This is an optimization exercise on Yosys and OpenROAD, whose aim is small area and a short achievable clock period, not a production implementation. The RTL was checked by simulation tests, not by an equivalence proof against the original design. No activity file was given, so power comes from the tool's default toggle rates.

==> design/flow/design.v <==
module RISCV_2(
input clk,
input reset,
input [31:0] instr,           
output [4:0] imem_addr,       
output [3:0] data4bitpart1,data4bitpart2,
output [6:0]sout_1,sout_2,
output wb_en,                 
output [4:0] wb_rd,
output [31:0] wb_data
);
    reg  [4:0]  pc;                      
    reg  [31:0] d_ins;                   
    reg  [4:0]  d_ca, d_na;
    reg         e_rw, e_mw, e_br, e_asrc, e_sub, e_ldu;    
    reg  [1:0]  e_rsrc;
    reg  [2:0]  e_op;                    
    reg  [31:0] e_rd1, e_rd2;
    reg  [11:0] e_imm;
    reg  [4:0]  e_rd, e_na;
    reg  [2:0]  e_f3;
    reg  [1:0]  e_fa, e_fb;              
    reg         m_rw, m_mw;              
    reg  [1:0]  m_rsrc;
    reg  [4:0]  m_rd, m_na;
    reg  [31:0] m_sol, m_sd;
    reg         w_en;                    
    reg  [4:0]  w_rd;
    reg  [31:0] w_data;
    reg  [7:0]  res_w;                   
    reg  [2:0]  bp_cls;                  
    reg  [2:0]  bp_cnt;                  
    reg  [4:0]  bp_cr, bp_ar;            
    reg  [4:0]  bp_b;                    
    reg         bp_b6;                   
    reg  [31:0] rf [0:31];
    reg  [31:0] rf_v;
    reg  [31:0] dm [0:31];
    reg  [31:0] dm_v;
    wire [6:0] op = d_ins[6:0];
    wire is_lw  = (op == 7'b0000011);
    wire is_sw  = (op == 7'b0100011);
    wire is_r   = (op == 7'b0110011);
    wire is_br  = (op == 7'b1100011);
    wire is_i   = (op == 7'b0010011);
    wire is_jal = (op == 7'b1101111);
    wire is_ldu = (op == 7'b0110111);
    wire [2:0] f3 = d_ins[14:12];
    wire [4:0] rs1 = d_ins[19:15];
    wire [4:0] rs2 = d_ins[24:20];
    wire dc_rw   = is_lw | is_r | is_i | is_jal | is_ldu;
    wire dc_asrc = is_lw | is_sw | is_i;
    wire [1:0] dc_rsrc = {is_jal | is_ldu, is_lw | is_sw | is_ldu};
    wire alu_f  = is_r | is_i;
    wire dc_sub = is_br | (alu_f & (f3 == 3'b000) & d_ins[30]);
    reg  [2:0] dc_op;
    always @(*) begin
        dc_op = 3'd0;
        if (alu_f)
            case (f3)
                3'b100: dc_op = 3'd3;
                3'b101: dc_op = 3'd5;
                3'b010: dc_op = 3'd4;
                3'b110: dc_op = 3'd2;
                3'b111: dc_op = 3'd1;
                default: dc_op = 3'd0;
            endcase
    end
    wire [11:0] dc_imm = is_sw ? {d_ins[31:25], d_ins[11:7]} :
                         is_i  ? {d_ins[31], d_ins[31], d_ins[29:20]} :
                                 d_ins[31:20];
    wire [31:0] rd1 = (w_en && w_rd == rs1) ? w_data : (rf_v[rs1] ? rf[rs1] : 32'd0);
    wire [31:0] rd2 = (w_en && w_rd == rs2) ? w_data : (rf_v[rs2] ? rf[rs2] : 32'd0);
    wire fwd_c = dc_rw | is_br;
    wire [1:0] dc_fa = (fwd_c && rs1 != 5'd0) ?
                       ((rs1 == e_rd) ? 2'b01 : (rs1 == m_rd) ? 2'b10 : 2'b00) : 2'b00;
    wire [1:0] dc_fb = (fwd_c && rs2 != 5'd0) ?
                       ((rs2 == e_rd) ? 2'b01 : (rs2 == m_rd) ? 2'b10 : 2'b00) : 2'b00;
    wire [31:0] immx = {{20{e_imm[11]}}, e_imm};
    wire [31:0] bin  = e_asrc ? immx : e_rd2;
    wire [31:0] A = e_fa[0] ? m_sol : e_fa[1] ? w_data : e_rd1;
    wire [31:0] B = e_fb[0] ? m_sol : e_fb[1] ? w_data : bin;
    wire [32:0] sum = {1'b0, A} + {1'b0, e_sub ? ~B : B} + {32'd0, e_sub};
    wire [31:0] diff = A - B;
    wire [31:0] srl = (|B[31:5]) ? 32'd0 : (A >> B[4:0]);
    reg  [31:0] sol;
    always @(*) begin
        case (e_op)
            3'd0: sol = sum[31:0];
            3'd1: sol = A & B;
            3'd2: sol = A | B;
            3'd3: sol = A ^ B;
            3'd4: sol = {31'd0, A < B};
            default: sol = srl;
        endcase
    end
    wire [31:0] solf = e_ldu ? immx : sol;
    wire eq = (A == B);
    reg  flag;
    always @(*) begin
        case (e_f3)
            3'b000: flag = eq;
            3'b001: flag = ~eq;
            3'b010: flag = diff[31];
            3'b011: flag = ~diff[31];
            default: flag = 1'b0;
        endcase
    end
    wire [7:0] bits = {1'b1, bp_b6, 1'b1, bp_b};
    wire pbit = bits[bp_cnt];
    wire mis  = ~reset & e_br & (flag ^ pbit);
    wire inr = (m_sol[31:5] == 27'd0);
    wire [4:0] ma = m_sol[4:0];
    wire [31:0] rdata = (inr & dm_v[ma]) ? dm[ma] : 32'd0;
    reg  [31:0] wb_next;
    always @(*) begin
        case (m_rsrc)
            2'b01: wb_next = rdata;
            2'b10: wb_next = {27'd0, m_na};
            default: wb_next = m_sol;
        endcase
    end
    reg [2:0] cls_of;        
    always @(*) begin
        case (op)
            7'b0000011: cls_of = 3'd0;
            7'b0010011: cls_of = 3'd1;
            7'b0100011: cls_of = 3'd2;
            7'b0110011: cls_of = 3'd3;
            7'b0110111: cls_of = 3'd4;
            7'b1101111: cls_of = 3'd5;
            default:    cls_of = 3'd6;
        endcase
    end
    reg [2:0] cnt_of;        
    reg       pred;          
    always @(*) begin
        case (bp_cls)
            3'd0: begin cnt_of = 3'd0; pred = bp_b[0]; end
            3'd1: begin cnt_of = 3'd1; pred = bp_b[1]; end
            3'd2: begin cnt_of = 3'd1; pred = bp_b[2]; end
            3'd3: begin cnt_of = 3'd2; pred = bp_b[3]; end
            3'd4: begin cnt_of = 3'd3; pred = bp_b[4]; end
            3'd5: begin cnt_of = 3'd4; pred = 1'b1;    end
            default: begin cnt_of = 3'd6; pred = 1'b0; end
        endcase
    end
    wire [2:0] cnt_n = reset ? 3'd0 : is_br ? cnt_of : bp_cnt;
    wire [4:0] cr_n  = reset ? 5'd0 : is_br ? d_ca + d_ins[11:7] : bp_cr;
    wire [4:0] ar_n  = reset ? 5'd0 : is_br ? d_ca + 5'd1 : bp_ar;
    wire [2:0] cls_n = reset ? 3'd6 : is_br ? bp_cls : cls_of;
    wire [7:0] bits_m = bits ^ (8'd1 << bp_cnt);
    wire sel_n = is_jal | (~reset & is_br & pred);
    wire [4:0] add_n = bits[cnt_n]   ? cr_n : ar_n;
    wire [4:0] add_m = bits_m[cnt_n] ? cr_n : ar_n;
    assign imem_addr = mis ? add_m : sel_n ? add_n : pc;
    integer i;
    always @(posedge clk) begin
        pc <= reset ? 5'd0 : imem_addr + 5'd1;
        if (mis) begin
            d_ins <= 32'd0;
        end else if (reset) begin
            d_ins <= 32'd0; d_ca <= 5'd0; d_na <= 5'd0;
        end else begin
            d_ins <= instr; d_ca <= imem_addr; d_na <= imem_addr + 5'd1;
        end
        if (reset | mis) begin
            e_rw <= 1'b0; e_mw <= 1'b0; e_br <= 1'b0; e_asrc <= 1'b0; e_sub <= 1'b0;
            e_ldu <= 1'b0; e_rsrc <= 2'd0; e_op <= 3'd0; e_rd1 <= 32'd0; e_rd2 <= 32'd0;
            e_imm <= 12'd0; e_rd <= 5'd0; e_na <= 5'd0; e_f3 <= 3'd0;
            e_fa <= 2'd0; e_fb <= 2'd0;
        end else begin
            e_rw <= dc_rw; e_mw <= is_sw; e_br <= is_br; e_asrc <= dc_asrc; e_sub <= dc_sub;
            e_ldu <= is_ldu; e_rsrc <= dc_rsrc; e_op <= dc_op; e_rd1 <= rd1; e_rd2 <= rd2;
            e_imm <= dc_imm; e_rd <= d_ins[11:7]; e_na <= d_na; e_f3 <= f3;
            e_fa <= dc_fa; e_fb <= dc_fb;
        end
        if (reset | mis) begin
            m_rw <= 1'b0; m_mw <= 1'b0; m_rsrc <= 2'd0; m_rd <= 5'd0; m_na <= 5'd0;
            m_sol <= 32'd0; m_sd <= 32'd0;
        end else begin
            m_rw <= e_rw; m_mw <= e_mw; m_rsrc <= e_rsrc; m_rd <= e_rd; m_na <= e_na;
            m_sol <= solf; m_sd <= e_rd2;
        end
        if (reset | mis) begin
            w_en <= 1'b0; w_rd <= 5'd0; w_data <= 32'd0;
        end else begin
            w_en <= m_rw; w_rd <= m_rd; w_data <= wb_next;
        end
        res_w <= reset ? 8'd0 : w_data[7:0];
        bp_cnt <= cnt_n;
        bp_cr  <= cr_n;
        bp_ar  <= ar_n;
        bp_cls <= cls_n;
        if (reset) begin
            bp_b <= 5'h1f; bp_b6 <= 1'b1;
        end else if (mis) begin
            bp_b <= bits_m[4:0]; bp_b6 <= bits_m[6];
        end
        if (reset)
            rf_v <= 32'd0;
        else if (w_en)
            rf_v[w_rd] <= 1'b1;
        if (reset)
            dm_v <= 32'd0;
        else if (m_mw & ~mis & inr)
            dm_v[ma] <= 1'b1;
    end
    always @(posedge clk) begin
        if (~reset & w_en)
            rf[w_rd] <= w_data;
        if (~reset & m_mw & ~mis & inr)
            dm[ma] <= m_sd;
    end
    assign data4bitpart1 = mis ? 4'd0 : e_rd1[3:0];
    assign data4bitpart2 = mis ? 4'd0 : e_rd2[3:0];
    assign wb_en   = w_en;
    assign wb_rd   = w_rd;
    assign wb_data = w_data;
    sevensegment sg  (res_w[3:0], sout_1);
    sevensegment sg_2(res_w[7:4], sout_2);
endmodule
module sevensegment (
input [3:0] a,
output reg [6:0] s
);
always @(*)
case(a)
4'h0:s= 7'b1000000;
4'h1:s= 7'b1111001;
4'h2:s= 7'b0100100;
4'h3:s= 7'b0110000;
4'h4:s= 7'b0011001;
4'h5:s= 7'b0010010;
4'h6:s= 7'b0000010;
4'h7:s= 7'b1111000;
4'h8:s= 7'b0000000;
4'h9:s= 7'b0011000;
4'hA:s= 7'b0001000;
4'hB:s= 7'b0000011;
4'hC:s= 7'b1000110;
4'hD:s= 7'b0100001;
4'hE:s= 7'b0000110;
4'hF:s= 7'b0001110;
default:s=7'b0000000;
endcase
endmodule
==> design/flow/constraint.sdc <==
create_clock -name core_clock -period 16.0 [get_ports {clk}]
set_input_delay 3.2000 -clock core_clock [delete_from_list [all_inputs] [get_ports {clk}]]
set_output_delay 3.2000 -clock core_clock [all_outputs]
set_load 0.01 [all_outputs]
==> design/flow/run.sh <==
#!/bin/bash
# synth_recipe.tcl (not shown) runs the flow's synth.tcl, then flattens the netlist and writes it again
# the make line also repeats each setting of config.mk as NAME=value (left out here)
make -C /OpenROAD-flow-scripts/flow DESIGN_CONFIG=/design/flow/config.mk WORK_HOME=/design/flow/orfs CLKGATE_MAP_FILE= SYNTH_SCRIPT=/design/flow/synth_recipe.tcl finish
==> design/flow/config.mk <==
export PLATFORM = sky130hd
export DESIGN_NAME = RISCV_2
export DESIGN_NICKNAME = RISCV_2
export VERILOG_FILES = /design/flow/design.v
export SDC_FILE = /design/flow/constraint.sdc
export NUM_CORES = 4
export LEC_CHECK = 0
export CAP_MARGIN = 20
export CORE_MARGIN = 2
export CORE_UTILIZATION = 40
export SLEW_MARGIN = 20
==> reports/qor_table.md <==
| Stage | Parameter | Value |
|:---|:---|:---|
| worst setup path | Crit path launch type | register |
| worst setup path | Crit-path slowest cell | clkdlybuf4s50_1 |
| synth | Gate Count Post-Synth | 6,236 |
| power and ir drop | Peak VDD IR | 94.9 uV |
| worst setup path | Startpoint of the lowest-slack register-to-register path | e_asrc |
| synth | Biggest area contributors in the synthesized netlist | edfxtp_1, mux4_2, dfxtp_1, mux2i_1, ha_1 |
| clocking | Htree depth | 4 |
| final layout | Synthesis-to-finish area growth | 13.1% |
| place | Placed Cells | 9,645 |
| timing | Number of max-slew violations in the final report | 0 |
| clocking | TritonCTS sink count | 2,415 |
| final layout | Leading cell type in the layout, fill and taps excluded | edfxtp_1 |
| flow run | Max-cap violations | 0 |
| drt | Number of design rule violations left after detail routing | 0 |
| worst setup path | Setup slack on the worst flop-to-flop path | 7.65 ns |
| final layout | Number of fill cells in the layout | 22,794 |
| worst setup path | CP max stage delay | 0.69 ns |
| timing | Measured slew at the worst slew-check pin | 1.20 ns |
| floorplan | Effective utilization at floorplan | 40.2% |
| place | Port Buffer Count | 98 |
| hold path | Min-Delay Path Class | reg2reg |
| grt | Number of antenna violations at the first check in global routing | 16 |
| synth | Mean area per synthesized cell | 17.3 sq um |
| final layout | Final std cells w/o fill | 10,107 |
| final layout | Commonest cells after routing, fill and taps aside | edfxtp_1, mux4_2, nor2_1 |
| worst setup path | Data required, critical path | 12.80 ns |
| synth | Warnings, synthesis | 2 |
| final layout | Share of final-layout standard cells stronger than drive strength 1 | 25.7% |
| synth | Number of flops mapped to enable cells by yosys | 2,058 |
| final layout | Net total in the final layout | 6,532 |
| final layout | Utilization after layout | 45.4% |
| status | Run status | finished clean |
| clocking | Clock tree from TritonCTS | built |
| hold path | Destination of the worst hold path | e_imm[9] |
| worst setup path | Cell-by-cell listing of the critical path | nand2_1 > buf_4 > a21oi_1 > a21oi_1 > nor2_1 > a21oi_1 > ha_1 > nand4_1 > or2_2 > or4_1 > mux2i_1 > o211a_1 > nand3b_1 > mux2i_4 > buf_4 > nor2b_1 > clkdlybuf4s50_1 |
| clocking | Clock transition at the register clock pins on the worst setup and hold paths after CTS | 0.06 ns |
| synth | Cell Area, Synth | 0.108 sq mm |
| power and ir drop | Total power consumption of the routed design | 13.1 mW |
| synth | Yosys reg bits | 2,415 |
| drt | Total vias in the final route | 62,664 |
| grt | Maximum number of pins on one net before global-route repair | 125 |
| clocking | TritonCTS buffer count | 248 |
| grt | Global routing usage summed across all routing layers | 24.4% |
| synth | Most instantiated flip-flop cell in the synthesis netlist | edfxtp_1 |
| clocking | Max clock buf depth | 4 |
| drt | Routed len/inst | 33.4 microns |
| floorplan | Die area | 0.273 sq mm |
| timing | Aggregate negative setup slack | 0 ns |
| timing | Worst-case clock skew | 0.0611 ns |
| synth | Nets in the synthesized netlist | 6,425 |
| worst setup path | Endpoint of the most critical register-to-register path | dm[29][30] |
| timing | Peak clock frequency supported by timing | 92.5 MHz |
| place | Final HPWL DP | 203 mm |
| power and ir drop | Pwr dens | 108 mW/mm^2 |
| worst setup path | Reg2Reg Depth | 19 |
| timing | Fin crit period | 10.81 ns |
| clocking | Clock insertion delay at the later pin of the skew report | 0.92 ns |
| floorplan | IO Count | 99 |
| timing | RSZ-0062 raised after global routing | no |
| clocking | Resized cells post-CTS | 0 |
| clocking | Clk Tree Root Cell | clkbuf_16 |
| synth | Distinct cells, synth | 83 |
| drt | Count of antenna-violating nets left after detailed routing | 0 |
| hold path | Hold wc startpoint | d_ins[29] |
| worst setup path | Worst setup path category | reg2out |
| final layout | Final non-filler cell area | 0.122 sq mm |
| clocking | Hold Buf Count CTS | 0 |
| synth | Portion of synthesized cell area occupied by the leading cell type | 57.4% |
| timing | Final period utilization | 67.5% |
| floorplan | Core ar. | 0.268 sq mm |
| drt | Total length of routed wires | 337 mm |
| floorplan | Vertical die dimension | 523 microns |
| worst setup path | Crit path max fanout | 35 |
| worst setup path | Data arrival time of the critical path | 7.61 ns |
| floorplan | X dimension of the die | 523 microns |
| synth | Share of synthesized flip-flops with an asynchronous set or reset | 0% |
| synth | Sequential cell area fraction in the yosys report | 64.1% |
| place | Placement-stage cell area | 0.113 sq mm |
| drt | Via density | 6.20 |
| timing | Final Hold Violating Endpoints | 0 |
| worst setup path | Crit path capture type | output port |
| place | Routability cong. | 0.930 |
| power and ir drop | Reported leakage power | 38.2 nW |
| clocking | Post-CTS Setup Inserts | 0 |
| grt | Congestion Overflow GR | 0 |
| grt | Vias in the first global route | 62,436 |
| synth | Cell type with the highest aggregate area in the netlist | edfxtp_1 |
| hold path | Worst hold path depth | 1 |
| grt | Global-route wire length before repair | 476 mm |
| floorplan | Placement row count | 190 |
| timing | Total setup violations reported at the end of the flow | 0 |
| worst setup path | Cell repeated most along the worst path | a21oi_1 |
| timing | Relative slew slack | 19.9% |
| drt | Iteration-0 DRC count of the detailed router | 7,887 |
| drt | Initial DRT Pass Iterations | 6 |
==> stage by stage <==
step           setup slack, ns  hold WS (ns)
2_1_floorplan             7.34         0.406
3_3_place_gp              5.66         0.410
3_5_place_dp              5.65         0.410
4_1_cts                   5.30         0.424
5_1_grt                   4.90         0.443
6_report                  5.19         0.423
==> logic make-up (layout without fill, tap and decap cells) <==
group	Yosys count	after routing	synth area share, %
mux	1235	1235	22.3
simple gates	1025	1025	4.57
buf+inv	542	852	1.97
other cells	0	9	0
compound gates	758	758	4.39
fa+ha+maj	155	155	1.82
xor+xnor	106	106	0.863
flops	2415	2415	64.1
==> flip-flops by register name, summed over array words and instances, names as in the netlist, 32 cells and up <==
signal	count
dm	1024
rf	1024
m_sol	32
dm_v	32
d_ins	32
rf_v	32
e_rd2	32
m_sd	32
w_data	32
e_rd1	32
==> worst max-delay path, delay by kind of cell, from the launching register on <==
kind                     cells  cell delay (ns)
buffers and inverters        3             1.34
multiplexers                 2             0.60
AO/OA/AOI/OAI                4             1.32
adder cells (fa/ha/maj)      1             0.27
AND/OR/NAND/NOR              7             2.56
flip-flops                   1             0.58
==> worst max-delay path by stage <==
stage                     startpoint               end  slack [ns]  depth (start not counted)
after floorplan                reset      imem_addr[0]        7.34                         11
after global placement         reset      imem_addr[0]        5.66                         12
after detailed placement       reset      imem_addr[0]        5.65                         12
after CTS                     e_asrc  data4bitpart2[0]        5.30                         17
after global routing          e_asrc  data4bitpart2[0]        4.90                         16
final                         e_asrc  data4bitpart2[0]        5.19                         17
==> cells in the mapped netlist, drive strengths merged (9+ instances only) <==
cell	n
nand3b	13
xnor2	66
a21o	20
nand2	135
a31oi	25
clkbuf	288
mux2i	258
a211oi	27
a2111oi	21
and2	114
or3	30
nor2	462
o21ai	78
buf	141
xor2	40
o211ai	17
ha	153
mux2	49
nor4	15
nand2b	35
inv	113
o22ai	115
nor3	53
a21boi	9
a22oi	34
nor3b	9
mux4	928
or4	14
nand3	49
o2bb2ai	16
nand4	20
nor2b	30
a21oi	316
dfxtp	357
edfxtp	2058
and3	20
or2	9
o21a	10
==> report_power, final <==
part	switching, mW	total, mW	internal [mW]
logic	0.226	0.437	0.211
registers	0.0298	6.77	6.74
clock network	2.46	5.91	3.45
total	2.72	13.1	10.4
==> layer usage <==
layer	global-route usage [%]	wire length, microns	share of wire (%)	vias to the layer above
met4	8.39	12300	3.7	12
met2	38.0	157000	47	3010
li1	-	-	-	25462
met5	0	88	0.026	-
met1	34.9	140000	42	33651
met3	4.08	27600	8.2	529
==> cell type report <==
type                            instances  area [sq um]  area share (%)
Sequential cell                      2415         69000            56.7
Multi-Input combinational cell       3279         37100            30.5
Clock buffer                          329          6900            5.66
Tap cell                             3552          4440            3.65
Timing Repair Buffer                  286          2440            2.00
Clock inverter                        124          1340            1.10
Inverter                              113           424           0.348
Antenna cell                            9          22.5          0.0185

## static timing again, ports no longer ideal
How much do the figures lean on ideal ports? The routed layout below was timed once more, with nothing changed but the port constraints. Step 1 assumes that a clkbuf_16 drives the clock port and a buf_2 every other input. Step 2, shift: input delay + t, output delay - t, t = (earliest + latest rising clock arrival at the registers) / 2. This alone moves slack from input paths to output paths. Three values: ideal ports, drivers, drivers and shift; two values: the first two.
t (ns): 0.992
setup slack, ns: 5.192 / 5.091 / 5.577
worst slew at a driven data input, ns: 0.12
cell pins on the clock port's net: 1
After both steps setup and hold are still met in this run. For this run, drivers alone change the setup slack by -0.101 ns; drivers and shift together by +0.385 ns.
